Background: an optimization exercise with open tools, aiming at small area and a short achievable clock period. Do not read the settings as production practice. Only simulation tests tie the RTL to the original design; equivalence was not proved.

==> flow/design.v <==
module Systolic_array (
    input clk, reset,
    input [7:0] in_a, in_b,
    output reg [16:0] out_c
);
  wire pp1;
  assign pp1 = in_a[0] & in_b[0];
  wire pp2;
  assign pp2 = in_a[0] & in_b[1];
  wire pp3;
  assign pp3 = in_a[0] & in_b[2];
  wire pp4;
  assign pp4 = in_a[0] & in_b[3];
  wire pp5;
  assign pp5 = in_a[0] & in_b[4];
  wire pp6;
  assign pp6 = in_a[0] & in_b[5];
  wire pp7;
  assign pp7 = in_a[0] & in_b[6];
  wire pp8;
  assign pp8 = in_a[0] & in_b[7];
  wire pp9;
  assign pp9 = in_a[1] & in_b[0];
  wire pp10;
  assign pp10 = in_a[1] & in_b[1];
  wire pp11;
  assign pp11 = in_a[1] & in_b[2];
  wire pp12;
  assign pp12 = in_a[1] & in_b[3];
  wire pp13;
  assign pp13 = in_a[1] & in_b[4];
  wire pp14;
  assign pp14 = in_a[1] & in_b[5];
  wire pp15;
  assign pp15 = in_a[1] & in_b[6];
  wire pp16;
  assign pp16 = in_a[1] & in_b[7];
  wire pp17;
  assign pp17 = in_a[2] & in_b[0];
  wire pp18;
  assign pp18 = in_a[2] & in_b[1];
  wire pp19;
  assign pp19 = in_a[2] & in_b[2];
  wire pp20;
  assign pp20 = in_a[2] & in_b[3];
  wire pp21;
  assign pp21 = in_a[2] & in_b[4];
  wire pp22;
  assign pp22 = in_a[2] & in_b[5];
  wire pp23;
  assign pp23 = in_a[2] & in_b[6];
  wire pp24;
  assign pp24 = in_a[2] & in_b[7];
  wire pp25;
  assign pp25 = in_a[3] & in_b[0];
  wire pp26;
  assign pp26 = in_a[3] & in_b[1];
  wire pp27;
  assign pp27 = in_a[3] & in_b[2];
  wire pp28;
  assign pp28 = in_a[3] & in_b[3];
  wire pp29;
  assign pp29 = in_a[3] & in_b[4];
  wire pp30;
  assign pp30 = in_a[3] & in_b[5];
  wire pp31;
  assign pp31 = in_a[3] & in_b[6];
  wire pp32;
  assign pp32 = in_a[3] & in_b[7];
  wire pp33;
  assign pp33 = in_a[4] & in_b[0];
  wire pp34;
  assign pp34 = in_a[4] & in_b[1];
  wire pp35;
  assign pp35 = in_a[4] & in_b[2];
  wire pp36;
  assign pp36 = in_a[4] & in_b[3];
  wire pp37;
  assign pp37 = in_a[4] & in_b[4];
  wire pp38;
  assign pp38 = in_a[4] & in_b[5];
  wire pp39;
  assign pp39 = in_a[4] & in_b[6];
  wire pp40;
  assign pp40 = in_a[4] & in_b[7];
  wire pp41;
  assign pp41 = in_a[5] & in_b[0];
  wire pp42;
  assign pp42 = in_a[5] & in_b[1];
  wire pp43;
  assign pp43 = in_a[5] & in_b[2];
  wire pp44;
  assign pp44 = in_a[5] & in_b[3];
  wire pp45;
  assign pp45 = in_a[5] & in_b[4];
  wire pp46;
  assign pp46 = in_a[5] & in_b[5];
  wire pp47;
  assign pp47 = in_a[5] & in_b[6];
  wire pp48;
  assign pp48 = in_a[5] & in_b[7];
  wire pp49;
  assign pp49 = in_a[6] & in_b[0];
  wire pp50;
  assign pp50 = in_a[6] & in_b[1];
  wire pp51;
  assign pp51 = in_a[6] & in_b[2];
  wire pp52;
  assign pp52 = in_a[6] & in_b[3];
  wire pp53;
  assign pp53 = in_a[6] & in_b[4];
  wire pp54;
  assign pp54 = in_a[6] & in_b[5];
  wire pp55;
  assign pp55 = in_a[6] & in_b[6];
  wire pp56;
  assign pp56 = in_a[6] & in_b[7];
  wire pp57;
  assign pp57 = in_a[7] & in_b[0];
  wire pp58;
  assign pp58 = in_a[7] & in_b[1];
  wire pp59;
  assign pp59 = in_a[7] & in_b[2];
  wire pp60;
  assign pp60 = in_a[7] & in_b[3];
  wire pp61;
  assign pp61 = in_a[7] & in_b[4];
  wire pp62;
  assign pp62 = in_a[7] & in_b[5];
  wire pp63;
  assign pp63 = in_a[7] & in_b[6];
  wire pp64;
  assign pp64 = in_a[7] & in_b[7];
  wire s65;
  wire k66;
  mm_ha u66 (.a(out_c[5]), .b(pp6), .s(s65), .co(k66));
  wire s67;
  wire k68;
  mm_fa u68 (.a(out_c[6]), .b(pp7), .c(pp14), .s(s67), .co(k68));
  wire s69;
  wire k70;
  mm_ha u70 (.a(pp21), .b(pp28), .s(s69), .co(k70));
  wire s71;
  wire k72;
  mm_fa u72 (.a(out_c[7]), .b(pp8), .c(pp15), .s(s71), .co(k72));
  wire s73;
  wire k74;
  mm_fa u74 (.a(pp22), .b(pp29), .c(pp36), .s(s73), .co(k74));
  wire s75;
  wire k76;
  mm_ha u76 (.a(pp43), .b(pp50), .s(s75), .co(k76));
  wire s77;
  wire k78;
  mm_fa u78 (.a(out_c[8]), .b(pp16), .c(pp23), .s(s77), .co(k78));
  wire s79;
  wire k80;
  mm_fa u80 (.a(pp30), .b(pp37), .c(pp44), .s(s79), .co(k80));
  wire s81;
  wire k82;
  mm_ha u82 (.a(pp51), .b(pp58), .s(s81), .co(k82));
  wire s83;
  wire k84;
  mm_fa u84 (.a(out_c[9]), .b(pp24), .c(pp31), .s(s83), .co(k84));
  wire s85;
  wire k86;
  mm_fa u86 (.a(pp38), .b(pp45), .c(pp52), .s(s85), .co(k86));
  wire s87;
  wire k88;
  mm_fa u88 (.a(out_c[10]), .b(pp32), .c(pp39), .s(s87), .co(k88));
  wire s89;
  wire k90;
  mm_ha u90 (.a(out_c[3]), .b(pp4), .s(s89), .co(k90));
  wire s91;
  wire k92;
  mm_fa u92 (.a(out_c[4]), .b(pp5), .c(pp12), .s(s91), .co(k92));
  wire s93;
  wire k94;
  mm_ha u94 (.a(pp19), .b(pp26), .s(s93), .co(k94));
  wire s95;
  wire k96;
  mm_fa u96 (.a(pp13), .b(pp20), .c(pp27), .s(s95), .co(k96));
  wire s97;
  wire k98;
  mm_fa u98 (.a(pp34), .b(pp41), .c(s65), .s(s97), .co(k98));
  wire s99;
  wire k100;
  mm_fa u100 (.a(pp35), .b(pp42), .c(pp49), .s(s99), .co(k100));
  wire s101;
  wire k102;
  mm_fa u102 (.a(k66), .b(s69), .c(s67), .s(s101), .co(k102));
  wire s103;
  wire k104;
  mm_fa u104 (.a(pp57), .b(k70), .c(s75), .s(s103), .co(k104));
  wire s105;
  wire k106;
  mm_fa u106 (.a(k68), .b(s71), .c(s73), .s(s105), .co(k106));
  wire s107;
  wire k108;
  mm_fa u108 (.a(k76), .b(s81), .c(k72), .s(s107), .co(k108));
  wire s109;
  wire k110;
  mm_fa u110 (.a(k74), .b(s77), .c(s79), .s(s109), .co(k110));
  wire s111;
  wire k112;
  mm_fa u112 (.a(pp59), .b(k82), .c(k78), .s(s111), .co(k112));
  wire s113;
  wire k114;
  mm_fa u114 (.a(k80), .b(s83), .c(s85), .s(s113), .co(k114));
  wire s115;
  wire k116;
  mm_fa u116 (.a(pp46), .b(pp53), .c(pp60), .s(s115), .co(k116));
  wire s117;
  wire k118;
  mm_fa u118 (.a(k84), .b(k86), .c(s87), .s(s117), .co(k118));
  wire s119;
  wire k120;
  mm_fa u120 (.a(out_c[11]), .b(pp40), .c(pp47), .s(s119), .co(k120));
  wire s121;
  wire k122;
  mm_fa u122 (.a(pp54), .b(pp61), .c(k88), .s(s121), .co(k122));
  wire s123;
  wire k124;
  mm_fa u124 (.a(out_c[12]), .b(pp48), .c(pp55), .s(s123), .co(k124));
  wire s125;
  wire k126;
  mm_ha u126 (.a(out_c[2]), .b(pp3), .s(s125), .co(k126));
  wire s127;
  wire k128;
  mm_fa u128 (.a(pp11), .b(pp18), .c(pp25), .s(s127), .co(k128));
  wire s129;
  wire k130;
  mm_fa u130 (.a(pp33), .b(k90), .c(s93), .s(s129), .co(k130));
  wire s131;
  wire k132;
  mm_fa u132 (.a(k94), .b(k92), .c(s95), .s(s131), .co(k132));
  wire s133;
  wire k134;
  mm_fa u134 (.a(k96), .b(s99), .c(k98), .s(s133), .co(k134));
  wire s135;
  wire k136;
  mm_fa u136 (.a(k100), .b(s103), .c(k102), .s(s135), .co(k136));
  wire s137;
  wire k138;
  mm_fa u138 (.a(k104), .b(s107), .c(k106), .s(s137), .co(k138));
  wire s139;
  wire k140;
  mm_fa u140 (.a(k108), .b(s111), .c(k110), .s(s139), .co(k140));
  wire s141;
  wire k142;
  mm_fa u142 (.a(s115), .b(k112), .c(k114), .s(s141), .co(k142));
  wire s143;
  wire k144;
  mm_fa u144 (.a(k116), .b(s119), .c(s121), .s(s143), .co(k144));
  wire s145;
  wire k146;
  mm_fa u146 (.a(pp62), .b(k120), .c(s123), .s(s145), .co(k146));
  wire s147;
  wire k148;
  mm_fa u148 (.a(out_c[13]), .b(pp56), .c(pp63), .s(s147), .co(k148));
  wire s149;
  wire k150;
  mm_ha u150 (.a(out_c[1]), .b(pp2), .s(s149), .co(k150));
  wire s151;
  wire k152;
  mm_fa u152 (.a(pp10), .b(pp17), .c(s125), .s(s151), .co(k152));
  wire s153;
  wire k154;
  mm_fa u154 (.a(k126), .b(s89), .c(s127), .s(s153), .co(k154));
  wire s155;
  wire k156;
  mm_fa u156 (.a(k128), .b(s91), .c(s129), .s(s155), .co(k156));
  wire s157;
  wire k158;
  mm_fa u158 (.a(k130), .b(s97), .c(s131), .s(s157), .co(k158));
  wire s159;
  wire k160;
  mm_fa u160 (.a(k132), .b(s101), .c(s133), .s(s159), .co(k160));
  wire s161;
  wire k162;
  mm_fa u162 (.a(s105), .b(k134), .c(s135), .s(s161), .co(k162));
  wire s163;
  wire k164;
  mm_fa u164 (.a(s109), .b(k136), .c(s137), .s(s163), .co(k164));
  wire s165;
  wire k166;
  mm_fa u166 (.a(s113), .b(k138), .c(s139), .s(s165), .co(k166));
  wire s167;
  wire k168;
  mm_fa u168 (.a(s117), .b(k140), .c(s141), .s(s167), .co(k168));
  wire s169;
  wire k170;
  mm_fa u170 (.a(k118), .b(k142), .c(s143), .s(s169), .co(k170));
  wire s171;
  wire k172;
  mm_fa u172 (.a(k122), .b(s145), .c(k144), .s(s171), .co(k172));
  wire s173;
  wire k174;
  mm_fa u174 (.a(k124), .b(s147), .c(k146), .s(s173), .co(k174));
  wire s175;
  wire k176;
  mm_fa u176 (.a(out_c[14]), .b(pp64), .c(k148), .s(s175), .co(k176));
  wire s177;
  wire k178;
  mm_ha u178 (.a(out_c[0]), .b(pp1), .s(s177), .co(k178));
  wire s179;
  wire k180;
  mm_fa u180 (.a(pp9), .b(k178), .c(s149), .s(s179), .co(k180));
  wire s181;
  wire k182;
  mm_fa u182 (.a(k150), .b(k180), .c(s151), .s(s181), .co(k182));
  wire [13:0] cx = {out_c[16], out_c[15], s175, s173, s171, s169, s167, s165, s163, s161, s159, s157, s155, s153};
  wire [13:0] cy = {1'b0, k176, k174, k172, k170, k168, k166, k164, k162, k160, k158, k156, k154, k152};
  wire s183;
  wire k184;
  mm_ha u184 (.a(s153), .b(k152), .s(s183), .co(k184));
  wire s185;
  wire k186;
  mm_ha u186 (.a(s155), .b(k154), .s(s185), .co(k186));
  wire s187;
  wire k188;
  mm_ha u188 (.a(s157), .b(k156), .s(s187), .co(k188));
  wire s189;
  wire k190;
  mm_ha u190 (.a(s159), .b(k158), .s(s189), .co(k190));
  wire s191;
  wire k192;
  mm_ha u192 (.a(s161), .b(k160), .s(s191), .co(k192));
  wire s193;
  wire k194;
  mm_ha u194 (.a(s163), .b(k162), .s(s193), .co(k194));
  wire s195;
  wire k196;
  mm_ha u196 (.a(s165), .b(k164), .s(s195), .co(k196));
  wire s197;
  wire k198;
  mm_ha u198 (.a(s167), .b(k166), .s(s197), .co(k198));
  wire s199;
  wire k200;
  mm_ha u200 (.a(s169), .b(k168), .s(s199), .co(k200));
  wire s201;
  wire k202;
  mm_ha u202 (.a(s171), .b(k170), .s(s201), .co(k202));
  wire s203;
  wire k204;
  mm_ha u204 (.a(s173), .b(k172), .s(s203), .co(k204));
  wire s205;
  wire k206;
  mm_ha u206 (.a(s175), .b(k174), .s(s205), .co(k206));
  wire s207;
  wire k208;
  mm_ha u208 (.a(out_c[15]), .b(k176), .s(s207), .co(k208));
  wire g209;
  assign g209 = k184 | (s183 & k182);
  wire g210;
  assign g210 = k186 | (s185 & g209);
  wire p211;
  assign p211 = s185 & s183;
  wire g212;
  assign g212 = k188 | (s187 & k186);
  wire p213;
  assign p213 = s187 & s185;
  wire g214;
  assign g214 = k190 | (s189 & k188);
  wire p215;
  assign p215 = s189 & s187;
  wire g216;
  assign g216 = k192 | (s191 & k190);
  wire p217;
  assign p217 = s191 & s189;
  wire g218;
  assign g218 = k194 | (s193 & k192);
  wire p219;
  assign p219 = s193 & s191;
  wire g220;
  assign g220 = k196 | (s195 & k194);
  wire p221;
  assign p221 = s195 & s193;
  wire g222;
  assign g222 = k198 | (s197 & k196);
  wire p223;
  assign p223 = s197 & s195;
  wire g224;
  assign g224 = k200 | (s199 & k198);
  wire p225;
  assign p225 = s199 & s197;
  wire g226;
  assign g226 = k202 | (s201 & k200);
  wire p227;
  assign p227 = s201 & s199;
  wire g228;
  assign g228 = k204 | (s203 & k202);
  wire p229;
  assign p229 = s203 & s201;
  wire g230;
  assign g230 = k206 | (s205 & k204);
  wire p231;
  assign p231 = s205 & s203;
  wire g232;
  assign g232 = k208 | (s207 & k206);
  wire p233;
  assign p233 = s207 & s205;
  wire g234;
  assign g234 = 1'b0 | (out_c[16] & k208);
  wire p235;
  assign p235 = out_c[16] & s207;
  wire g236;
  assign g236 = g212 | (p213 & g209);
  wire p237;
  assign p237 = p213 & s183;
  wire g238;
  assign g238 = g214 | (p215 & g210);
  wire p239;
  assign p239 = p215 & p211;
  wire g240;
  assign g240 = g216 | (p217 & g212);
  wire p241;
  assign p241 = p217 & p213;
  wire g242;
  assign g242 = g218 | (p219 & g214);
  wire p243;
  assign p243 = p219 & p215;
  wire g244;
  assign g244 = g220 | (p221 & g216);
  wire p245;
  assign p245 = p221 & p217;
  wire g246;
  assign g246 = g222 | (p223 & g218);
  wire p247;
  assign p247 = p223 & p219;
  wire g248;
  assign g248 = g224 | (p225 & g220);
  wire p249;
  assign p249 = p225 & p221;
  wire g250;
  assign g250 = g226 | (p227 & g222);
  wire p251;
  assign p251 = p227 & p223;
  wire g252;
  assign g252 = g228 | (p229 & g224);
  wire p253;
  assign p253 = p229 & p225;
  wire g254;
  assign g254 = g230 | (p231 & g226);
  wire p255;
  assign p255 = p231 & p227;
  wire g256;
  assign g256 = g232 | (p233 & g228);
  wire p257;
  assign p257 = p233 & p229;
  wire g258;
  assign g258 = g234 | (p235 & g230);
  wire p259;
  assign p259 = p235 & p231;
  wire g260;
  assign g260 = g240 | (p241 & g209);
  wire p261;
  assign p261 = p241 & s183;
  wire g262;
  assign g262 = g242 | (p243 & g210);
  wire p263;
  assign p263 = p243 & p211;
  wire g264;
  assign g264 = g244 | (p245 & g236);
  wire p265;
  assign p265 = p245 & p237;
  wire g266;
  assign g266 = g246 | (p247 & g238);
  wire p267;
  assign p267 = p247 & p239;
  wire g268;
  assign g268 = g248 | (p249 & g240);
  wire p269;
  assign p269 = p249 & p241;
  wire g270;
  assign g270 = g250 | (p251 & g242);
  wire p271;
  assign p271 = p251 & p243;
  wire g272;
  assign g272 = g252 | (p253 & g244);
  wire p273;
  assign p273 = p253 & p245;
  wire g274;
  assign g274 = g254 | (p255 & g246);
  wire p275;
  assign p275 = p255 & p247;
  wire g276;
  assign g276 = g256 | (p257 & g248);
  wire p277;
  assign p277 = p257 & p249;
  wire g278;
  assign g278 = g258 | (p259 & g250);
  wire p279;
  assign p279 = p259 & p251;
  wire g280;
  assign g280 = g268 | (p269 & g209);
  wire p281;
  assign p281 = p269 & s183;
  wire g282;
  assign g282 = g270 | (p271 & g210);
  wire p283;
  assign p283 = p271 & p211;
  wire g284;
  assign g284 = g272 | (p273 & g236);
  wire p285;
  assign p285 = p273 & p237;
  wire g286;
  assign g286 = g274 | (p275 & g238);
  wire p287;
  assign p287 = p275 & p239;
  wire g288;
  assign g288 = g276 | (p277 & g260);
  wire p289;
  assign p289 = p277 & p261;
  wire g290;
  assign g290 = g278 | (p279 & g262);
  wire p291;
  assign p291 = p279 & p263;
  wire [16:0] sum = {(out_c[16] ^ g288), (s207 ^ g286), (s205 ^ g284), (s203 ^ g282), (s201 ^ g280), (s199 ^ g266), (s197 ^ g264), (s195 ^ g262), (s193 ^ g260), (s191 ^ g238), (s189 ^ g236), (s187 ^ g210), (s185 ^ g209), (s183 ^ k182), s181, s179, s177};
  always @(posedge clk or posedge reset) begin
    if (reset)
      out_c <= 17'b0;
    else
      out_c <= sum;
  end
endmodule
module Systolic_array_int (
    input clk, reset,
    input [7:0] in_a, in_b,
    output reg [16:0] out_c
);
  wire pp1;
  assign pp1 = in_a[0] & in_b[0];
  wire pp2;
  assign pp2 = in_a[0] & in_b[1];
  wire pp3;
  assign pp3 = in_a[0] & in_b[2];
  wire pp4;
  assign pp4 = in_a[0] & in_b[3];
  wire pp5;
  assign pp5 = in_a[0] & in_b[4];
  wire pp6;
  assign pp6 = in_a[0] & in_b[5];
  wire pp7;
  assign pp7 = in_a[0] & in_b[6];
  wire pp8;
  assign pp8 = in_a[0] & in_b[7];
  wire pp9;
  assign pp9 = in_a[1] & in_b[0];
  wire pp10;
  assign pp10 = in_a[1] & in_b[1];
  wire pp11;
  assign pp11 = in_a[1] & in_b[2];
  wire pp12;
  assign pp12 = in_a[1] & in_b[3];
  wire pp13;
  assign pp13 = in_a[1] & in_b[4];
  wire pp14;
  assign pp14 = in_a[1] & in_b[5];
  wire pp15;
  assign pp15 = in_a[1] & in_b[6];
  wire pp16;
  assign pp16 = in_a[1] & in_b[7];
  wire pp17;
  assign pp17 = in_a[2] & in_b[0];
  wire pp18;
  assign pp18 = in_a[2] & in_b[1];
  wire pp19;
  assign pp19 = in_a[2] & in_b[2];
  wire pp20;
  assign pp20 = in_a[2] & in_b[3];
  wire pp21;
  assign pp21 = in_a[2] & in_b[4];
  wire pp22;
  assign pp22 = in_a[2] & in_b[5];
  wire pp23;
  assign pp23 = in_a[2] & in_b[6];
  wire pp24;
  assign pp24 = in_a[2] & in_b[7];
  wire pp25;
  assign pp25 = in_a[3] & in_b[0];
  wire pp26;
  assign pp26 = in_a[3] & in_b[1];
  wire pp27;
  assign pp27 = in_a[3] & in_b[2];
  wire pp28;
  assign pp28 = in_a[3] & in_b[3];
  wire pp29;
  assign pp29 = in_a[3] & in_b[4];
  wire pp30;
  assign pp30 = in_a[3] & in_b[5];
  wire pp31;
  assign pp31 = in_a[3] & in_b[6];
  wire pp32;
  assign pp32 = in_a[3] & in_b[7];
  wire pp33;
  assign pp33 = in_a[4] & in_b[0];
  wire pp34;
  assign pp34 = in_a[4] & in_b[1];
  wire pp35;
  assign pp35 = in_a[4] & in_b[2];
  wire pp36;
  assign pp36 = in_a[4] & in_b[3];
  wire pp37;
  assign pp37 = in_a[4] & in_b[4];
  wire pp38;
  assign pp38 = in_a[4] & in_b[5];
  wire pp39;
  assign pp39 = in_a[4] & in_b[6];
  wire pp40;
  assign pp40 = in_a[4] & in_b[7];
  wire pp41;
  assign pp41 = in_a[5] & in_b[0];
  wire pp42;
  assign pp42 = in_a[5] & in_b[1];
  wire pp43;
  assign pp43 = in_a[5] & in_b[2];
  wire pp44;
  assign pp44 = in_a[5] & in_b[3];
  wire pp45;
  assign pp45 = in_a[5] & in_b[4];
  wire pp46;
  assign pp46 = in_a[5] & in_b[5];
  wire pp47;
  assign pp47 = in_a[5] & in_b[6];
  wire pp48;
  assign pp48 = in_a[5] & in_b[7];
  wire pp49;
  assign pp49 = in_a[6] & in_b[0];
  wire pp50;
  assign pp50 = in_a[6] & in_b[1];
  wire pp51;
  assign pp51 = in_a[6] & in_b[2];
  wire pp52;
  assign pp52 = in_a[6] & in_b[3];
  wire pp53;
  assign pp53 = in_a[6] & in_b[4];
  wire pp54;
  assign pp54 = in_a[6] & in_b[5];
  wire pp55;
  assign pp55 = in_a[6] & in_b[6];
  wire pp56;
  assign pp56 = in_a[6] & in_b[7];
  wire pp57;
  assign pp57 = in_a[7] & in_b[0];
  wire pp58;
  assign pp58 = in_a[7] & in_b[1];
  wire pp59;
  assign pp59 = in_a[7] & in_b[2];
  wire pp60;
  assign pp60 = in_a[7] & in_b[3];
  wire pp61;
  assign pp61 = in_a[7] & in_b[4];
  wire pp62;
  assign pp62 = in_a[7] & in_b[5];
  wire pp63;
  assign pp63 = in_a[7] & in_b[6];
  wire pp64;
  assign pp64 = in_a[7] & in_b[7];
  wire s65;
  wire k66;
  mm_ha u66 (.a(out_c[5]), .b(pp6), .s(s65), .co(k66));
  wire s67;
  wire k68;
  mm_fa u68 (.a(out_c[6]), .b(pp7), .c(pp14), .s(s67), .co(k68));
  wire s69;
  wire k70;
  mm_ha u70 (.a(pp21), .b(pp28), .s(s69), .co(k70));
  wire s71;
  wire k72;
  mm_fa u72 (.a(out_c[7]), .b(pp8), .c(pp15), .s(s71), .co(k72));
  wire s73;
  wire k74;
  mm_fa u74 (.a(pp22), .b(pp29), .c(pp36), .s(s73), .co(k74));
  wire s75;
  wire k76;
  mm_ha u76 (.a(pp43), .b(pp50), .s(s75), .co(k76));
  wire s77;
  wire k78;
  mm_fa u78 (.a(out_c[8]), .b(pp16), .c(pp23), .s(s77), .co(k78));
  wire s79;
  wire k80;
  mm_fa u80 (.a(pp30), .b(pp37), .c(pp44), .s(s79), .co(k80));
  wire s81;
  wire k82;
  mm_ha u82 (.a(pp51), .b(pp58), .s(s81), .co(k82));
  wire s83;
  wire k84;
  mm_fa u84 (.a(out_c[9]), .b(pp24), .c(pp31), .s(s83), .co(k84));
  wire s85;
  wire k86;
  mm_fa u86 (.a(pp38), .b(pp45), .c(pp52), .s(s85), .co(k86));
  wire s87;
  wire k88;
  mm_fa u88 (.a(out_c[10]), .b(pp32), .c(pp39), .s(s87), .co(k88));
  wire s89;
  wire k90;
  mm_ha u90 (.a(out_c[3]), .b(pp4), .s(s89), .co(k90));
  wire s91;
  wire k92;
  mm_fa u92 (.a(out_c[4]), .b(pp5), .c(pp12), .s(s91), .co(k92));
  wire s93;
  wire k94;
  mm_ha u94 (.a(pp19), .b(pp26), .s(s93), .co(k94));
  wire s95;
  wire k96;
  mm_fa u96 (.a(pp13), .b(pp20), .c(pp27), .s(s95), .co(k96));
  wire s97;
  wire k98;
  mm_fa u98 (.a(pp34), .b(pp41), .c(s65), .s(s97), .co(k98));
  wire s99;
  wire k100;
  mm_fa u100 (.a(pp35), .b(pp42), .c(pp49), .s(s99), .co(k100));
  wire s101;
  wire k102;
  mm_fa u102 (.a(k66), .b(s69), .c(s67), .s(s101), .co(k102));
  wire s103;
  wire k104;
  mm_fa u104 (.a(pp57), .b(k70), .c(s75), .s(s103), .co(k104));
  wire s105;
  wire k106;
  mm_fa u106 (.a(k68), .b(s71), .c(s73), .s(s105), .co(k106));
  wire s107;
  wire k108;
  mm_fa u108 (.a(k76), .b(s81), .c(k72), .s(s107), .co(k108));
  wire s109;
  wire k110;
  mm_fa u110 (.a(k74), .b(s77), .c(s79), .s(s109), .co(k110));
  wire s111;
  wire k112;
  mm_fa u112 (.a(pp59), .b(k82), .c(k78), .s(s111), .co(k112));
  wire s113;
  wire k114;
  mm_fa u114 (.a(k80), .b(s83), .c(s85), .s(s113), .co(k114));
  wire s115;
  wire k116;
  mm_fa u116 (.a(pp46), .b(pp53), .c(pp60), .s(s115), .co(k116));
  wire s117;
  wire k118;
  mm_fa u118 (.a(k84), .b(k86), .c(s87), .s(s117), .co(k118));
  wire s119;
  wire k120;
  mm_fa u120 (.a(out_c[11]), .b(pp40), .c(pp47), .s(s119), .co(k120));
  wire s121;
  wire k122;
  mm_fa u122 (.a(pp54), .b(pp61), .c(k88), .s(s121), .co(k122));
  wire s123;
  wire k124;
  mm_fa u124 (.a(out_c[12]), .b(pp48), .c(pp55), .s(s123), .co(k124));
  wire s125;
  wire k126;
  mm_ha u126 (.a(out_c[2]), .b(pp3), .s(s125), .co(k126));
  wire s127;
  wire k128;
  mm_fa u128 (.a(pp11), .b(pp18), .c(pp25), .s(s127), .co(k128));
  wire s129;
  wire k130;
  mm_fa u130 (.a(pp33), .b(k90), .c(s93), .s(s129), .co(k130));
  wire s131;
  wire k132;
  mm_fa u132 (.a(k94), .b(k92), .c(s95), .s(s131), .co(k132));
  wire s133;
  wire k134;
  mm_fa u134 (.a(k96), .b(s99), .c(k98), .s(s133), .co(k134));
  wire s135;
  wire k136;
  mm_fa u136 (.a(k100), .b(s103), .c(k102), .s(s135), .co(k136));
  wire s137;
  wire k138;
  mm_fa u138 (.a(k104), .b(s107), .c(k106), .s(s137), .co(k138));
  wire s139;
  wire k140;
  mm_fa u140 (.a(k108), .b(s111), .c(k110), .s(s139), .co(k140));
  wire s141;
  wire k142;
  mm_fa u142 (.a(s115), .b(k112), .c(k114), .s(s141), .co(k142));
  wire s143;
  wire k144;
  mm_fa u144 (.a(k116), .b(s119), .c(s121), .s(s143), .co(k144));
  wire s145;
  wire k146;
  mm_fa u146 (.a(pp62), .b(k120), .c(s123), .s(s145), .co(k146));
  wire s147;
  wire k148;
  mm_fa u148 (.a(out_c[13]), .b(pp56), .c(pp63), .s(s147), .co(k148));
  wire s149;
  wire k150;
  mm_ha u150 (.a(out_c[1]), .b(pp2), .s(s149), .co(k150));
  wire s151;
  wire k152;
  mm_fa u152 (.a(pp10), .b(pp17), .c(s125), .s(s151), .co(k152));
  wire s153;
  wire k154;
  mm_fa u154 (.a(k126), .b(s89), .c(s127), .s(s153), .co(k154));
  wire s155;
  wire k156;
  mm_fa u156 (.a(k128), .b(s91), .c(s129), .s(s155), .co(k156));
  wire s157;
  wire k158;
  mm_fa u158 (.a(k130), .b(s97), .c(s131), .s(s157), .co(k158));
  wire s159;
  wire k160;
  mm_fa u160 (.a(k132), .b(s101), .c(s133), .s(s159), .co(k160));
  wire s161;
  wire k162;
  mm_fa u162 (.a(s105), .b(k134), .c(s135), .s(s161), .co(k162));
  wire s163;
  wire k164;
  mm_fa u164 (.a(s109), .b(k136), .c(s137), .s(s163), .co(k164));
  wire s165;
  wire k166;
  mm_fa u166 (.a(s113), .b(k138), .c(s139), .s(s165), .co(k166));
  wire s167;
  wire k168;
  mm_fa u168 (.a(s117), .b(k140), .c(s141), .s(s167), .co(k168));
  wire s169;
  wire k170;
  mm_fa u170 (.a(k118), .b(k142), .c(s143), .s(s169), .co(k170));
  wire s171;
  wire k172;
  mm_fa u172 (.a(k122), .b(s145), .c(k144), .s(s171), .co(k172));
  wire s173;
  wire k174;
  mm_fa u174 (.a(k124), .b(s147), .c(k146), .s(s173), .co(k174));
  wire s175;
  wire k176;
  mm_fa u176 (.a(out_c[14]), .b(pp64), .c(k148), .s(s175), .co(k176));
  wire s177;
  wire k178;
  mm_ha u178 (.a(out_c[0]), .b(pp1), .s(s177), .co(k178));
  wire s179;
  wire k180;
  mm_fa u180 (.a(pp9), .b(k178), .c(s149), .s(s179), .co(k180));
  wire s181;
  wire k182;
  mm_fa u182 (.a(k150), .b(k180), .c(s151), .s(s181), .co(k182));
  wire s183;
  wire k184;
  mm_fa u184 (.a(k152), .b(s153), .c(k182), .s(s183), .co(k184));
  wire s185;
  wire k186;
  mm_fa u186 (.a(k154), .b(s155), .c(k184), .s(s185), .co(k186));
  wire [11:0] cx = {out_c[16], out_c[15], s175, s173, s171, s169, s167, s165, s163, s161, s159, s157};
  wire [11:0] cy = {1'b0, k176, k174, k172, k170, k168, k166, k164, k162, k160, k158, k156};
  wire s187;
  wire k188;
  mm_ha u188 (.a(s157), .b(k156), .s(s187), .co(k188));
  wire s189;
  wire k190;
  mm_ha u190 (.a(s159), .b(k158), .s(s189), .co(k190));
  wire s191;
  wire k192;
  mm_ha u192 (.a(s161), .b(k160), .s(s191), .co(k192));
  wire s193;
  wire k194;
  mm_ha u194 (.a(s163), .b(k162), .s(s193), .co(k194));
  wire s195;
  wire k196;
  mm_ha u196 (.a(s165), .b(k164), .s(s195), .co(k196));
  wire s197;
  wire k198;
  mm_ha u198 (.a(s167), .b(k166), .s(s197), .co(k198));
  wire s199;
  wire k200;
  mm_ha u200 (.a(s169), .b(k168), .s(s199), .co(k200));
  wire s201;
  wire k202;
  mm_ha u202 (.a(s171), .b(k170), .s(s201), .co(k202));
  wire s203;
  wire k204;
  mm_ha u204 (.a(s173), .b(k172), .s(s203), .co(k204));
  wire s205;
  wire k206;
  mm_ha u206 (.a(s175), .b(k174), .s(s205), .co(k206));
  wire s207;
  wire k208;
  mm_ha u208 (.a(out_c[15]), .b(k176), .s(s207), .co(k208));
  wire g209;
  assign g209 = k188 | (s187 & k186);
  wire g210;
  assign g210 = k190 | (s189 & g209);
  wire p211;
  assign p211 = s189 & s187;
  wire g212;
  assign g212 = k194 | (s193 & k192);
  wire p213;
  assign p213 = s193 & s191;
  wire g214;
  assign g214 = k198 | (s197 & k196);
  wire p215;
  assign p215 = s197 & s195;
  wire g216;
  assign g216 = k202 | (s201 & k200);
  wire p217;
  assign p217 = s201 & s199;
  wire g218;
  assign g218 = k206 | (s205 & k204);
  wire p219;
  assign p219 = s205 & s203;
  wire g220;
  assign g220 = 1'b0 | (out_c[16] & k208);
  wire p221;
  assign p221 = out_c[16] & s207;
  wire g222;
  assign g222 = k192 | (s191 & g210);
  wire p223;
  assign p223 = s191 & p211;
  wire g224;
  assign g224 = g212 | (p213 & g210);
  wire p225;
  assign p225 = p213 & p211;
  wire g226;
  assign g226 = k200 | (s199 & g214);
  wire p227;
  assign p227 = s199 & p215;
  wire g228;
  assign g228 = g216 | (p217 & g214);
  wire p229;
  assign p229 = p217 & p215;
  wire g230;
  assign g230 = k208 | (s207 & g218);
  wire p231;
  assign p231 = s207 & p219;
  wire g232;
  assign g232 = g220 | (p221 & g218);
  wire p233;
  assign p233 = p221 & p219;
  wire g234;
  assign g234 = k196 | (s195 & g224);
  wire p235;
  assign p235 = s195 & p225;
  wire g236;
  assign g236 = g214 | (p215 & g224);
  wire p237;
  assign p237 = p215 & p225;
  wire g238;
  assign g238 = g226 | (p227 & g224);
  wire p239;
  assign p239 = p227 & p225;
  wire g240;
  assign g240 = g228 | (p229 & g224);
  wire p241;
  assign p241 = p229 & p225;
  wire g242;
  assign g242 = k204 | (s203 & g240);
  wire p243;
  assign p243 = s203 & p241;
  wire g244;
  assign g244 = g218 | (p219 & g240);
  wire p245;
  assign p245 = p219 & p241;
  wire g246;
  assign g246 = g230 | (p231 & g240);
  wire p247;
  assign p247 = p231 & p241;
  wire g248;
  assign g248 = g232 | (p233 & g240);
  wire p249;
  assign p249 = p233 & p241;
  wire [16:0] sum = {(out_c[16] ^ g246), (s207 ^ g244), (s205 ^ g242), (s203 ^ g240), (s201 ^ g238), (s199 ^ g236), (s197 ^ g234), (s195 ^ g224), (s193 ^ g222), (s191 ^ g210), (s189 ^ g209), (s187 ^ k186), s185, s183, s181, s179, s177};
  always @(posedge clk or posedge reset) begin
    if (reset)
      out_c <= 17'b0;
    else
      out_c <= sum;
  end
endmodule
module mm_fa (input a, b, c, output s, co);
  assign s = a ^ b ^ c;
  assign co = (a & b) | (c & (a ^ b));
endmodule
module mm_ha (input a, b, output s, co);
  assign s = a ^ b;
  assign co = a & b;
endmodule
module Matrix_Multiplication (
  input clk, reset,
  input [7:0] a1, a2, a3, a4, b1, b2, b3, b4,
  output [16:0] c1, c2, c3, c4, c5, c6, c7, c8, c9, c10, c11, c12, c13, c14, c15, c16
);
  reg [7:0] ad1_0, ad1_1, ad1_2, ad1_3, ad2_0, ad2_1, ad2_2, ad2_3, ad3_0, ad3_1, ad3_2, ad3_3;
  reg [7:0] bd1_0, bd1_1, bd1_2, bd1_3, bd2_0, bd2_1, bd2_2, bd2_3, bd3_0, bd3_1, bd3_2, bd3_3;
  wire [7:0] ad0_0 = a1, ad0_1 = a2, ad0_2 = a3, ad0_3 = a4;
  wire [7:0] bd0_0 = b1, bd0_1 = b2, bd0_2 = b3, bd0_3 = b4;
  always @(posedge clk or posedge reset) begin
    if (reset) begin
      ad1_0 <= 8'b00000000;
      ad1_1 <= 8'b00000000;
      ad1_2 <= 8'b00000000;
      ad1_3 <= 8'b00000000;
      ad2_0 <= 8'b00000000;
      ad2_1 <= 8'b00000000;
      ad2_2 <= 8'b00000000;
      ad2_3 <= 8'b00000000;
      ad3_0 <= 8'b00000000;
      ad3_1 <= 8'b00000000;
      ad3_2 <= 8'b00000000;
      ad3_3 <= 8'b00000000;
      bd1_0 <= 8'b00000000;
      bd1_1 <= 8'b00000000;
      bd1_2 <= 8'b00000000;
      bd1_3 <= 8'b00000000;
      bd2_0 <= 8'b00000000;
      bd2_1 <= 8'b00000000;
      bd2_2 <= 8'b00000000;
      bd2_3 <= 8'b00000000;
      bd3_0 <= 8'b00000000;
      bd3_1 <= 8'b00000000;
      bd3_2 <= 8'b00000000;
      bd3_3 <= 8'b00000000;
    end else begin
      ad1_0 <= ad0_0;
      ad1_1 <= ad0_1;
      ad1_2 <= ad0_2;
      ad1_3 <= ad0_3;
      ad2_0 <= ad1_0;
      ad2_1 <= ad1_1;
      ad2_2 <= ad1_2;
      ad2_3 <= ad1_3;
      ad3_0 <= ad2_0;
      ad3_1 <= ad2_1;
      ad3_2 <= ad2_2;
      ad3_3 <= ad2_3;
      bd1_0 <= bd0_0;
      bd1_1 <= bd0_1;
      bd1_2 <= bd0_2;
      bd1_3 <= bd0_3;
      bd2_0 <= bd1_0;
      bd2_1 <= bd1_1;
      bd2_2 <= bd1_2;
      bd2_3 <= bd1_3;
      bd3_0 <= bd2_0;
      bd3_1 <= bd2_1;
      bd3_2 <= bd2_2;
      bd3_3 <= bd2_3;
    end
  end
  Systolic_array B1 (.clk(clk), .reset(reset), .in_a(ad0_0), .in_b(bd0_0), .out_c(c1));
  Systolic_array B2 (.clk(clk), .reset(reset), .in_a(ad0_1), .in_b(bd1_0), .out_c(c2));
  Systolic_array B3 (.clk(clk), .reset(reset), .in_a(ad0_2), .in_b(bd2_0), .out_c(c3));
  Systolic_array B4 (.clk(clk), .reset(reset), .in_a(ad0_3), .in_b(bd3_0), .out_c(c4));
  Systolic_array B5 (.clk(clk), .reset(reset), .in_a(ad1_0), .in_b(bd0_1), .out_c(c5));
  Systolic_array_int B6 (.clk(clk), .reset(reset), .in_a(ad1_1), .in_b(bd1_1), .out_c(c6));
  Systolic_array_int B7 (.clk(clk), .reset(reset), .in_a(ad1_2), .in_b(bd2_1), .out_c(c7));
  Systolic_array_int B8 (.clk(clk), .reset(reset), .in_a(ad1_3), .in_b(bd3_1), .out_c(c8));
  Systolic_array B9 (.clk(clk), .reset(reset), .in_a(ad2_0), .in_b(bd0_2), .out_c(c9));
  Systolic_array_int B10 (.clk(clk), .reset(reset), .in_a(ad2_1), .in_b(bd1_2), .out_c(c10));
  Systolic_array_int B11 (.clk(clk), .reset(reset), .in_a(ad2_2), .in_b(bd2_2), .out_c(c11));
  Systolic_array_int B12 (.clk(clk), .reset(reset), .in_a(ad2_3), .in_b(bd3_2), .out_c(c12));
  Systolic_array B13 (.clk(clk), .reset(reset), .in_a(ad3_0), .in_b(bd0_3), .out_c(c13));
  Systolic_array_int B14 (.clk(clk), .reset(reset), .in_a(ad3_1), .in_b(bd1_3), .out_c(c14));
  Systolic_array_int B15 (.clk(clk), .reset(reset), .in_a(ad3_2), .in_b(bd2_3), .out_c(c15));
  Systolic_array_int B16 (.clk(clk), .reset(reset), .in_a(ad3_3), .in_b(bd3_3), .out_c(c16));
endmodule
==> flow/flow/run.sh <==
#!/bin/bash
set -uo pipefail
export BUFFER_PORTS_ARGS="-buffer_cell sky130_fd_sc_hd__buf_1"
bash standard.sh > flow_standard.log 2>&1
==> flow/standard.sh <==
#!/bin/bash
# synth_recipe.tcl (not shown) runs the flow's synth.tcl, then flattens the netlist and writes it again
# the make line also repeats each setting of config.mk as NAME=value (left out here)
make -C /OpenROAD-flow-scripts/flow DESIGN_CONFIG=/design/flow/config.mk WORK_HOME=/design/flow/orfs CLKGATE_MAP_FILE= SYNTH_SCRIPT=/design/flow/synth_recipe.tcl "${@:-finish}"
==> flow/config.mk <==
export PLATFORM = sky130hd
export DESIGN_NAME = Matrix_Multiplication
export DESIGN_NICKNAME = Matrix_Multiplication
export VERILOG_FILES = /design/flow/design.v
export SDC_FILE = /design/flow/constraint.sdc
export NUM_CORES = 4
export LEC_CHECK = 0
export CAP_MARGIN = 20
export CORE_MARGIN = 2
export CORE_UTILIZATION = 40
export SETUP_SLACK_MARGIN = 2.0
export SLEW_MARGIN = 20
export SYNTH_HIERARCHICAL = 1
export SYNTH_MINIMUM_KEEP_SIZE = 0
==> flow/constraint.sdc <==
create_clock -name core_clock -period 6.5 [get_ports {clk}]
set_input_delay 1.3000 -clock core_clock [delete_from_list [all_inputs] [get_ports {clk}]]
set_output_delay 1.3000 -clock core_clock [all_outputs]
set_load 0.01 [all_outputs]
==> flow_summary.toml, run 1 <==
[hold_path]
hold_path_class = "flip-flop to flip-flop"
hold_depth = 0
holdPathEnd = "bd3_3[1]$_DFF_PP0_"
holdCritStartpoint = "bd2_3[1]$_DFF_PP0_"

[layout]
nFillCells = 10090
area_delta_synth_final_pct = 13.13
stdcell_count = 5348
diodes = 0
fin_nets = 5163
drive_above_1_share_pct = 9.227
fin_area_um2 = 49830

[die]
core_area_um2 = 109000
die_y_um = 335.8
fp-row-count = 121
die_w_um = 335.8
initial_utilization_pct = 40.41
io_pins = 338
die_area_um2 = 112800

[logic_synthesis]
yosysUniqueCellTypes = 35
synthArstFlopShare_pct = 100.0
yosysMostFrequentCell = "and2_1"
synth-seq-area-share_pct = 26.36
synthFlopType = "dfrtp_1"
synthCells = 3452
syn_nets = 4729
synth_area_um2 = 44050
synth.avg_cell_area_um2 = 12.76
yosys_warnings = 9
synth_edf_count = 0
yosys.area.top_type = "fa_1"
ys_top_cells_by_count = "and2_1, fa_1, dfrtp_1"
ys_seq_elements = 464
synthTopCellsByArea = "fa_1, dfrtp_1, and2_1"
synth_top_area_share_pct = 37.18

[grt]
grt.total_usage_pct = 21.04
grt_pass1_vias = 31520
grt_max_degree = 143
grt_first_pass_wirelength_um = 182800
grt-ovfl-total = 0
antenna_found_initial = 4

[sta]
min_period_over_period_pct = 67.07
worstMarginPinSlew_ns = 1.080
relSlewSlack_pct = 28.03
setup_viol = 0
slew_violations = 0
min_period_ns = 4.359
max_freq_ghz = 0.2294
finalSetupTns_ns = 0
rsz0062_at_grt = "yes"
fin_skew_ns = 0.01410
hold_viol_final = 0

[routing]
drtIter0Drc = 1189
drcViolationCount = 0
wl_um = 113000
viasPerCell = 5.140
dr.pass1.iters = 5
via_count = 27490
wl_per_cell_um = 21.13
ant_nets = 0

[cts]
clkTransAtPathRegs_ns = 0.06
cts_buffer_depth = 3
clock_latency_ns = 0.66
hold_buffers = 0
htree_levels = 2
cts.sinks = 464
cts-root-buf = "clkbuf_16"
numCtsBuffers = 61
cts_tree = "built"

[setup_path]
r2r_cells = 17
critPathRequiredTime_ns = 7.07
critPathArrivalTime_ns = 4.93
worstSetupPathType = "flip-flop to flip-flop"
r2r_start = "bd1_2[2]$_DFF_PP0_"
worstPathMaxFanout = 4
worst_setup_path_start_kind = "flip-flop"
r2r-end = "B10.out_c[14]$_DFF_PP0_"
rrSetupSlack_ns = 2.14
worstSetupEndpointType = "flip-flop"

[placed_design]
dp_cells = 5185
port_buffers = 337
gp_congestion = 0.8580
hpwl_um = 89750
placed_cell_area_um2 = 47020

[run_status]
status = "finished clean"

[job]
cap_violations = 0
-- repair_timing --
item	4_1_cts	5_1_grt
resized for setup	35	125
hold endpoints to repair	0	0
setup endpoints to repair	31	62
pin swaps	11	45
buffers inserted	26	26
-- worst max-delay path by stage --
| stage | startpoint | to | depth (start not counted) |
|---|---|---|---|
| 6_report | bd1_2[2]$_DFF_PP0_ | B10.out_c[14]$_DFF_PP0_ | 17 |
| 5_1_grt | bd2_1[2]$_DFF_PP0_ | B7.out_c[14]$_DFF_PP0_ | 17 |
| 4_1_cts | bd2_1[2]$_DFF_PP0_ | B7.out_c[14]$_DFF_PP0_ | 17 |
| 3_5_place_dp | b2[3] | B5.out_c[16]$_DFF_PP0_ | 12 |
| 3_3_place_gp | b2[3] | B5.out_c[16]$_DFF_PP0_ | 12 |
| 2_1_floorplan | a1[1] | B1.out_c[14]$_DFF_PP0_ | 11 |
-- Yosys stat by module, one instance, submodules excluded --
module                 flops+latches  cell area, um^2
mm_ha                              0            12.51
Matrix_Multiplication            192             4808
mm_fa                              0            20.02
Systolic_array_int                17             1087
Systolic_array                    17             1271
-- final cells by class --
class                      instances  area, um^2  area share [%]
tap                             1414        1769           3.550
multi-input combinational       2950       32490           65.19
timing repair buffer             392        1755           3.523
inverter                          17       67.56          0.1356
clock inverter                    21       262.8          0.5273
sequential                       464       11680           23.44
clock buffer                      90        1808           3.628
-- metrics by stage --
stage	hold slack [ns]	util, %	worst slack, ns
finish	0.4435	45.71	2.141
detailed placement	0.4599	43.13	1.370
floorplan	0.4310	-	2.006
global placement	0.4564	43.13	1.414
global route	0.4531	45.71	1.921
CTS	0.4561	45.25	1.963
-- critical path: stages (launching register included) --
cell	delay, ns
dfrtp_2	0.46
buf_6	0.15
and2_4	0.13
fa_1	0.47
fa_1	0.56
fa_1	0.43
ha_1	0.29
ha_1	0.18
or2_2	0.28
ha_2	0.18
o211ai_1	0.17
nand2_1	0.14
a41o_1	0.27
nand2_1	0.07
nand2_1	0.06
ha_2	0.19
nor2_2	0.11
xnor2_1	0.13
-- cell families (layout without fill, tap and decap cells) --
family	count (synthesis)	after routing	share of synthesized area (%)
simple gates	1322	1322	17.67
compound gates	286	286	4.642
buf+inv	38	520	0.3835
fa+ha+maj	1211	1211	48.34
flops	464	464	26.36
xor+xnor	131	131	2.605
-- layout by cell type (no fill, tap or decap), types with 16 or more instances in the layout --
| cell type | count |
|---|---|
| a21oi_1 | 83 |
| a21o_1 | 37 |
| clkbuf_2 | 47 |
| o211ai_1 | 23 |
| fa_1 | 793 |
| buf_4 | 49 |
| clkbuf_16 | 63 |
| nor2_1 | 68 |
| nand3_1 | 37 |
| o21ai_0 | 30 |
| inv_1 | 16 |
| fa_2 | 25 |
| xnor2_1 | 82 |
| ha_1 | 382 |
| dfrtp_1 | 408 |
| xor2_1 | 49 |
| buf_1 | 290 |
| and2_1 | 1020 |
| a31oi_1 | 21 |
| or2_2 | 25 |
| dfrtp_2 | 56 |
| nand2_1 | 104 |
-- metal layers --
| metal | wire length [um] | global-route usage, % |
|---|---|---|
| met1 | 46810 | 26.87 |
| met2 | 56690 | 35.94 |
| met3 | 5689 | 4.216 |
| met4 | 3791 | 6.707 |
| met5 | 0 | 0 |
==> run 2, diff against run 1 <==
==> flow/flow/run.sh (replaced) <==
#!/bin/bash
set -uo pipefail
export BUFFER_PORTS_ARGS="-buffer_cell sky130_fd_sc_hd__buf_1"
export CTS_ARGS="-sink_clustering_enable -repair_clock_nets -sink_clustering_size 24 -sink_clustering_max_diameter 150"
bash standard.sh > flow_standard.log 2>&1
==> flow_summary.toml, run 2 <==
[sta]
setup_viol = 0
max_freq_ghz = 0.2286
worstMarginPinSlew_ns = 1.081
min_period_over_period_pct = 67.30
rsz0062_at_grt = "yes"
finalSetupTns_ns = 0
hold_viol_final = 0
fin_skew_ns = 0.03859
min_period_ns = 4.374
relSlewSlack_pct = 27.97
slew_violations = 0

[setup_path]
worstSetupPathType = "flip-flop to flip-flop"
worst_setup_path_start_kind = "flip-flop"
worstSetupEndpointType = "flip-flop"
critPathArrivalTime_ns = 4.94
critPathRequiredTime_ns = 7.06
worstPathMaxFanout = 6

[job]
cap_violations = 0

[logic_synthesis]
synth_area_um2 = 44050
yosys.area.top_type = "fa_1"
synth_edf_count = 0
syn_nets = 4729
synthCells = 3452
yosysMostFrequentCell = "and2_1"
ys_seq_elements = 464
yosysUniqueCellTypes = 35
synth.avg_cell_area_um2 = 12.76
synthFlopType = "dfrtp_1"
yosys_warnings = 9
synth-seq-area-share_pct = 26.36
synthTopCellsByArea = "fa_1, dfrtp_1, and2_1"
synth_top_area_share_pct = 37.18
ys_top_cells_by_count = "and2_1, fa_1, dfrtp_1"
synthArstFlopShare_pct = 100.0

[routing]
dr.pass1.iters = 5
ant_nets = 0
wl_per_cell_um = 21.19
wl_um = 111600
drtIter0Drc = 1254
viasPerCell = 5.139
via_count = 27090
drcViolationCount = 0

[layout]
drive_above_1_share_pct = 7.912
final_common_cell = "and2_1"
nFillCells = 10150
most-common-layout-cells = "and2_1, fa_1, dfrtp_1, ha_1, buf_1"
area_delta_synth_final_pct = 10.18
fin_nets = 5128

[die]
core_area_um2 = 109000
die_y_um = 335.8
initial_utilization_pct = 40.41
die_w_um = 335.8
fp-row-count = 121
die_area_um2 = 112800
io_pins = 338

[run_status]
status = "finished clean"

[cts]
cts_buffer_depth = 3
cts-root-buf = "clkbuf_16"
numCtsBuffers = 24
cts_tree = "built"
clkTransAtPathRegs_ns = 0.11
hold_buffers = 0
cts.sinks = 464
clock_latency_ns = 0.64
htree_levels = 1

[grt]
grt_max_degree = 143
grt-ovfl-total = 0
grt_pass1_vias = 31000
antenna_found_initial = 4
grt.total_usage_pct = 20.72
grt_first_pass_wirelength_um = 180900

[placed_design]
hpwl_um = 89750
gp_congestion = 0.8580
port_buffers = 337

[hold_path]
hold_path_class = "flip-flop to flip-flop"
-- run 2: cell count changes in the layout (fill, tap and decap cells not counted), sizes merged --
cell / before / now
clkinvlp: 1 / 2
clkinv: 13 / 0
inv: 18 / 19
bufinv: 6 / 1
clkbuf: 137 / 75
buf: 345 / 343
diode: 0 / 1
clkdlybuf4s18: 0 / 1
-- run 2: worst paths after layout --
| check | from | to | slack (ns) | depth (start not counted) |
|---|---|---|---|---|
| max reg2reg | bd2_1[2]$_DFF_PP0_ | B7.out_c[14]$_DFF_PP0_ | 2.13 | 17 |
| min in group asynchronous | reset | B1.out_c[12]$_DFF_PP0_ | 1.12 | 3 |
| min | bd2_3[1]$_DFF_PP0_ | bd3_3[1]$_DFF_PP0_ | 0.46 | 0 |
| max | bd2_1[2]$_DFF_PP0_ | B7.out_c[14]$_DFF_PP0_ | 2.13 | 17 |
| max in group asynchronous | reset | bd2_2[0]$_DFF_PP0_ | 4.29 | 4 |
| min reg2reg | bd2_3[1]$_DFF_PP0_ | bd3_3[1]$_DFF_PP0_ | 0.46 | 0 |
-- run 2: Yosys stat by module, one instance, submodules excluded --
module / cells inside / times used / flip-flops and latches / area (um^2)
Matrix_Multiplication: 193 / 1 / 192 / 4808
Systolic_array_int: 119 / 9 / 17 / 1087
mm_ha: 1 / 334 / 0 / 12.51
mm_fa: 1 / 818 / 0 / 20.02
Systolic_array: 148 / 7 / 17 / 1271
-- run 2: kinds of logic (layout without fill, tap and decap cells) --
| group | Yosys count | count (layout) | synth area share (%) |
|---|---|---|---|
| other | 0 | 1 | 0 |
| xor gates and xnor gates | 131 | 131 | 2.605 |
| AOI/OAI and AO/OA | 286 | 286 | 4.642 |
| and+or+nand+nor | 1322 | 1322 | 17.67 |
| DFF | 464 | 464 | 26.36 |
| buffers and inverters | 38 | 441 | 0.3835 |
| adders and majority gates | 1211 | 1211 | 48.34 |
-- run 2: critical path: stages, from the launching register on --
cell and delay, ns:
dfrtp_2 0.47, buf_4 0.18, and2_1 0.14, fa_1 0.46, fa_1 0.51, fa_1 0.43, ha_1 0.31, ha_1 0.17
or2_2 0.27, ha_2 0.18, o211ai_1 0.17, nand2_1 0.15, a41o_1 0.26, nand2_1 0.09, nand2_1 0.05, ha_1 0.20
nor2_1 0.12, xnor2_1 0.14
-- run 2: cell type report --
type	count	area [um^2]	share of cell area (%)
Clock inverter	5	71.32	0.1470
Antenna cell	1	2.502	0.005156
Sequential cell	464	11680	24.06
Tap cell	1414	1769	3.645
Inverter	17	67.56	0.1392
Multi-Input combinational cell	2950	32540	67.04
Timing Repair Buffer	394	1783	3.674
Clock buffer	25	625.6	1.289
-- run 2: per-stage QoR --
stage | instances | worst slack [ns] | hold WS (ns) | cell area, um^2 | util, %
after floorplan | 3452 | 2.006 | 0.4310 | 44050 | -
after global placement | 5185 | 1.414 | 0.4564 | 47020 | 43.13
after detailed placement | 5185 | 1.370 | 0.4599 | 47020 | 43.13
after CTS | 5239 | 1.954 | 0.4654 | 47940 | 43.98
after global routing | 5270 | 1.922 | 0.4636 | 48530 | 44.52
final | 5270 | 2.126 | 0.4584 | 48530 | 44.52
-- run 2: per-layer routing --
metal | share of wire, % | up-vias | wire length, um | GRT usage (%)
met5 | 0 | - | 0 | 0
met3 | 4.4 | 111 | 4947 | 3.518
met1 | 42 | 14390 | 46730 | 26.85
li1 | - | 12140 | - | -
met2 | 51 | 445 | 57070 | 36.19
met4 | 2.6 | 0 | 2895 | 4.885
-- run 2: repair_timing --
item,CTS,global route
gates resized for setup,36,133
pin swaps,10,52
setup buffers,24,30
setup endpoints to repair,31,72
==> run 3, diff against run 2 <==
==> flow/flow/run.sh (replaced) <==
#!/bin/bash
set -uo pipefail
export BUFFER_PORTS_ARGS="-buffer_cell sky130_fd_sc_hd__buf_1"
bash standard.sh > flow_standard.log 2>&1
--- a/flow/config.mk
+++ b/flow/config.mk
@@ -8,7 +8,7 @@
 export CAP_MARGIN = 20
 export CORE_MARGIN = 2
 export CORE_UTILIZATION = 40
-export SETUP_SLACK_MARGIN = 2.0
+export SETUP_SLACK_MARGIN = 1.8
 export SLEW_MARGIN = 20
 export SYNTH_HIERARCHICAL = 1
 export SYNTH_MINIMUM_KEEP_SIZE = 0
==> flow_summary.toml, run 3 <==
[grt]
grt-ovfl-total = 0
grt_first_pass_wirelength_um = 181800
grt_max_degree = 143
grt_pass1_vias = 31450
grt.total_usage_pct = 20.89
antenna_found_initial = 5

[logic_synthesis]
yosys.area_share.simple_pct = 17.67
ys_top_cells_by_count = "and2_1, fa_1, dfrtp_1"
synth-xor-area-share_pct = 2.605
synth.avg_cell_area_um2 = 12.76
synthCells = 3452
yosysUniqueCellTypes = 35
synth_compound_gate_area_share_pct = 4.642
synth_area_um2 = 44050
synth_top_family_by_area = "adder cells"
muxShareOfSynthArea_pct = 0
synth_edf_count = 0
yosys_warnings = 9
synthArstFlopShare_pct = 100.0
ys_seq_elements = 464
synth-seq-area-share_pct = 26.36
synthTopCellsByArea = "fa_1, dfrtp_1, and2_1"
syn_nets = 4729
yosys.area.top_type = "fa_1"
synth_top_area_share_pct = 37.18
yosysMostFrequentCell = "and2_1"
synthFlopType = "dfrtp_1"
synthAdderAreaFrac_pct = 48.34

[hold_path]
holdPathEnd = "bd3_3[2]$_DFF_PP0_"
holdCritStartpoint = "bd2_3[2]$_DFF_PP0_"
hold_depth = 0
hold_path_class = "flip-flop to flip-flop"

[layout]
area_delta_synth_final_pct = 12.17
most-common-layout-cells = "and2_1, fa_1, dfrtp_1, ha_1, buf_1"
nFillCells = 10110
fin_nets = 5140
stdcell_count = 5325
diodes = 0
drive_above_1_share_pct = 5.983
final_common_cell = "and2_1"

[setup_path]
critPathArrivalTime_ns = 5.12
path_buf_inv = 0
worstSetupPathType = "flip-flop to flip-flop"
worst_setup_path_start_kind = "flip-flop"
r2r-end = "B8.out_c[14]$_DFF_PP0_"
critPathRequiredTime_ns = 7.08
worstPathMaxFanout = 8
crit_chain = "and2_1, ha_1, fa_1, fa_1, fa_1, fa_1, ha_1, or2_2, ha_1, o211ai_1, nand2_1, a41o_1, nand2_1, nand2_1, ha_1, nor2_2, xnor2_1"
r2r_cells = 17
r2r_start = "bd3_1[1]$_DFF_PP0_"
worstSetupEndpointType = "flip-flop"
critPathMaxStageDelay_ns = 0.48
cp_slowest_cell = "dfrtp_1"
rrSetupSlack_ns = 1.96
path_delay_family = "adder cells"

[sta]
slew_violations = 0
hold_viol_final = 0
finalSetupTns_ns = 0
worstMarginPinSlew_ns = 1.077
min_period_ns = 4.541
max_freq_ghz = 0.2202
fin_skew_ns = 0.01361
rsz0062_at_grt = "no"
setup_viol = 0
min_period_over_period_pct = 69.87
relSlewSlack_pct = 28.18

[cts]
cts_buffer_depth = 3
cts.sinks = 464
clock_latency_ns = 0.66
htree_levels = 2
cts_tree = "built"
numCtsBuffers = 61
hold_buffers = 0
clkTransAtPathRegs_ns = 0.06
cts-root-buf = "clkbuf_16"

[routing]
drtIter0Drc = 1173
dr.pass1.iters = 5
via_count = 27340
wl_per_cell_um = 21.10
wl_um = 112300
drcViolationCount = 0
ant_nets = 0
viasPerCell = 5.134

[job]
cap_violations = 0

[placed_design]
hpwl_um = 89750
port_buffers = 337
dp_cells = 5185
gp_congestion = 0.8580

[die]
die_y_um = 335.8
initial_utilization_pct = 40.41
core_area_um2 = 109000
die_w_um = 335.8
die_area_um2 = 112800
fp-row-count = 121
io_pins = 338

[run_status]
status = "finished clean"
run 3: cell counts after synthesis:
Identical to the previous run, type by type.
run 3: logic make-up after synthesis:
family / after synthesis
adder cells (fa/ha/maj): 1211
XOR/XNOR: 131
flip-flops: 464
AND/OR/NAND/NOR: 1322
buffers and inverters: 38
AO/OA/AOI/OAI: 286
run 3: cell type report:
class | count | area (um^2) | share of cell area (%)
Timing Repair Buffer | 369 | 1514 | 3.064
Multi-Input combinational cell | 2950 | 32330 | 65.43
Inverter | 17 | 67.56 | 0.1367
Sequential cell | 464 | 11660 | 23.59
Clock inverter | 21 | 262.8 | 0.5318
Tap cell | 1414 | 1769 | 3.581
Clock buffer | 90 | 1808 | 3.659
run 3: metrics by stage:
stage | utilization (%) | instance area [um^2] | hold slack, ns | setup slack [ns]
after floorplan | - | 44050 | 0.4310 | 2.006
after global placement | 43.13 | 47020 | 0.4564 | 1.414
after detailed placement | 43.13 | 47020 | 0.4599 | 1.370
after CTS | 45.05 | 49100 | 0.4676 | 1.794
after global routing | 45.33 | 49410 | 0.4661 | 1.775
final | 45.33 | 49410 | 0.4526 | 1.959
run 3: how the worst max path moves through the flow:
| stage | startpoint | endpoint | cells past startpoint | slack (ns) |
|---|---|---|---|---|
| 6_report | bd3_1[1]$_DFF_PP0_ | B8.out_c[14]$_DFF_PP0_ | 17 | 1.96 |
| 5_1_grt | ad1_3[0]$_DFF_PP0_ | B8.out_c[14]$_DFF_PP0_ | 17 | 1.77 |
| 4_1_cts | ad1_2[1]$_DFF_PP0_ | B7.out_c[14]$_DFF_PP0_ | 16 | 1.79 |
| 3_5_place_dp | b2[3] | B5.out_c[16]$_DFF_PP0_ | 12 | 1.37 |
| 3_3_place_gp | b2[3] | B5.out_c[16]$_DFF_PP0_ | 12 | 1.41 |
| 2_1_floorplan | a1[1] | B1.out_c[14]$_DFF_PP0_ | 11 | 2.01 |
run 3: metal layers:
layer	global-route usage [%]	up-vias	routed length, um
met1	26.70	14470	46860
met2	35.69	480	56270
li1	-	12230	-
met3	4.245	162	5529
met4	6.478	0	3681
met5	0	-	0
run 3: per-module statistics from Yosys (local to each module, per instance):
module                 flip-flops and latches  cells
Matrix_Multiplication                     192    193
mm_ha                                       0      1
Systolic_array                             17    148
mm_fa                                       0      1
Systolic_array_int                         17    119
run 3: timing repair:
item                       4_1_cts  5_1_grt
setup endpoints to repair        7       19
gates resized for setup         13       38
pin swaps                        0       14
setup buffers                    0       29
==> run 4, diff against run 3 <==
--- a/flow/config.mk
+++ b/flow/config.mk
@@ -8,7 +8,7 @@
 export CAP_MARGIN = 20
 export CORE_MARGIN = 2
 export CORE_UTILIZATION = 40
-export SETUP_SLACK_MARGIN = 1.8
+export SETUP_SLACK_MARGIN = 2.2
 export SLEW_MARGIN = 20
 export SYNTH_HIERARCHICAL = 1
 export SYNTH_MINIMUM_KEEP_SIZE = 0
==> flow_summary.toml, run 4 <==
[run_status]
status = "finished clean"

[logic_synthesis]
synth-xor-area-share_pct = 2.605
synth_top_area_share_pct = 37.18
synthAdderAreaFrac_pct = 48.34
synth-seq-area-share_pct = 26.36
yosys.area.top_type = "fa_1"
syn_nets = 4729
synth_area_um2 = 44050
synthFlopType = "dfrtp_1"
synth_edf_count = 0
muxShareOfSynthArea_pct = 0
synthCells = 3452
yosys.area_share.simple_pct = 17.67
ys_top_cells_by_count = "and2_1, fa_1, dfrtp_1"
ys_seq_elements = 464
synth_top_family_by_area = "adder cells"
yosys_warnings = 9
synthTopCellsByArea = "fa_1, dfrtp_1, and2_1"
synth.avg_cell_area_um2 = 12.76
yosysUniqueCellTypes = 35
synthArstFlopShare_pct = 100.0
yosysMostFrequentCell = "and2_1"
synth_compound_gate_area_share_pct = 4.642

[sta]
finalSetupTns_ns = 0
fin_ws_ns = 2.239
hold_viol_final = 0
fin_skew_ns = 0.02930
setup_viol = 0
min_period_over_period_pct = 65.55
relSlewSlack_pct = 48.93
min_period_ns = 4.261
holdWs_ns = 0.4676
rsz0062_at_grt = "yes"
slew_violations = 0
max_freq_ghz = 0.2347
worstMarginPinSlew_ns = 0.7652

[setup_path]
critPathArrivalTime_ns = 4.83
crit_start = "bd2_2[2]$_DFF_PP0_"
crit_chain = "and2_4, ha_4, fa_1, fa_2, fa_2, fa_2, ha_2, or2_4, ha_4, o211ai_1, nand2_1, a41o_1, nand2_1, nand2_1, ha_1, nor2_2, xnor2_1"
r2r_start = "bd2_2[2]$_DFF_PP0_"
path_buf_inv = 0
worst_setup_path_start_kind = "flip-flop"
rrSetupSlack_ns = 2.24
critPathRequiredTime_ns = 7.07
worstSetupPathType = "flip-flop to flip-flop"
path_delay_family = "adder cells"
worstSetupEndpointType = "flip-flop"
cp_slowest_cell = "dfrtp_2"
worstPathMaxFanout = 3
critPathMaxStageDelay_ns = 0.46

[routing]
viasPerCell = 5.148
drtIter0Drc = 1253
wl_per_cell_um = 21.18
drcViolationCount = 0
dr.pass1.iters = 5
wl_um = 113900
via_count = 27690
ant_nets = 0

[grt]
antenna_found_initial = 2
grt-ovfl-total = 0
grt.total_usage_pct = 21.17
grt_max_degree = 50
grt_first_pass_wirelength_um = 184300
grt_pass1_vias = 31830

[layout]
diodes = 0
area_delta_synth_final_pct = 15.50
most-common-layout-cells = "and2_1, fa_1, dfrtp_1, ha_1, buf_1"
final_common_cell = "and2_1"
stdcell_count = 5379
fin_nets = 5192
drive_above_1_share_pct = 13.82

[placed_design]
hpwl_um = 89860
gp_congestion = 0.8707
dp_cells = 5187
port_buffers = 337
place_ws_ns = 1.469

[die]
initial_utilization_pct = 40.41
core_area_um2 = 109000
die_w_um = 335.8
io_pins = 338
die_y_um = 335.8
fp-row-count = 121
die_area_um2 = 112800

[hold_path]
hold_path_class = "flip-flop to flip-flop"
holdCritStartpoint = "B7.out_c[16]$_DFF_PP0_"

[cts]
cts_tree = "built"
cts.sinks = 464
clock_latency_ns = 0.67
htree_levels = 2
numCtsBuffers = 60
cts-root-buf = "clkbuf_16"
clkTransAtPathRegs_ns = 0.06
cts_buffer_depth = 3

[job]
cap_violations = 0
## run 4: through the flow
stage / utilization [%] / instance area [um^2]
after detailed placement: 43.50 / 47410
after floorplan: - / 44510
after global placement: 43.50 / 47410
after CTS: 46.01 / 50150
after global routing: 46.67 / 50880
final: 46.67 / 50880
## run 4: final cells by class
class	instances	area, um^2
Clock buffer	78	1700
Clock inverter	34	394.1
Fill cell	9962	58130
Inverter	17	67.56
Multi-Input combinational cell	2950	33250
Sequential cell	464	11690
Tap cell	1414	1769
Timing Repair Buffer	422	2003
## run 4: worst paths after layout
| path | to | depth (start not counted) |
|---|---|---|
| min in group asynchronous | bd1_0[1]$_DFF_PP0_ | 3 |
| worst min-delay path | B7.out_c[16]$_DFF_PP0_ | 1 |
| worst min register to register | B7.out_c[16]$_DFF_PP0_ | 1 |
| max in group asynchronous | ad2_2[0]$_DFF_PP0_ | 4 |
| worst max-delay path | B11.out_c[14]$_DFF_PP0_ | 17 |
| worst max register to register | B11.out_c[14]$_DFF_PP0_ | 17 |
## run 4: kinds of logic (layout without fill, tap and decap cells)
| group | Yosys count | count (layout) |
|---|---|---|
| buffers and inverters | 38 | 551 |
| AOI/OAI and AO/OA | 286 | 286 |
| and+or+nand+nor | 1322 | 1322 |
| DFF | 464 | 464 |
| adders and majority gates | 1211 | 1211 |
| xor gates and xnor gates | 131 | 131 |
## run 4: worst reg2reg max path, delay by kind of cell (launching register included)
kind            cells  cell delay (ns)
fa+ha+maj           8             2.41
simple gates        6             0.78
flops               1             0.46
compound gates      2             0.41
xor+xnor            1             0.13
## run 4: per-layer routing
metal | vias to the layer above | track usage [%] | share of wire (%)
met3 | 145 | 4.469 | 5.6
met5 | - | 0 | 0
li1 | 12310 | - | -
met4 | 0 | 6.135 | 2.9
met1 | 14730 | 28.03 | 42
met2 | 503 | 35.11 | 49
## run 4: repair_timing
| item | in CTS | in global routing |
|---|---|---|
| buffers inserted | 56 | 24 |
| hold buffers | 0 | 0 |
| endpoints found under the setup margin | 50 | 88 |
| endpoints found under the hold margin | 0 | 0 |
| pin swaps | 50 | 110 |
| resized for setup | 101 | 162 |
## run 4: modules after synthesis (local to each module, per instance)
module,flops+latches,area (um^2)
Matrix_Multiplication,192,4808
Systolic_array,17,1271
Systolic_array_int,17,1087
mm_fa,0,20.02
mm_ha,0,12.51

[what the ideal ports hide]
In the flow no input, the clock included, has a driving cell. The finished layouts below were timed again as built, in two steps. Step 1: set_driving_cell puts a clkbuf_16 on clk and a buf_2 on each other input, an assumption about the parent block. Step 2, shift: input delay + t, output delay - t, t = (earliest + latest rising clock arrival at the registers) / 2. This alone moves slack from input paths to output paths. Three values: no drivers, after step 1, after step 2; two values: the first two.
run	t, ns	slack for setup (ns)	worst hold slack (ns)
run 1	0.726	2.141 / 2.141 / 1.506	0.444 / 0.444 / 0.444
run 2	0.695	2.126 / 2.126 / 1.513	0.458 / 0.458 / 0.458
run 3	0.726	1.959 / 1.959 / 1.371	0.453 / 0.453 / 0.453
run 4	0.734	2.239 / 2.239 / 1.570	0.468 / 0.468 / 0.468
After both steps setup and hold are still met in every run listed. The setup slack of run 4, which loses most, moves by 0.000 ns with the drivers and by -0.669 ns with both steps.
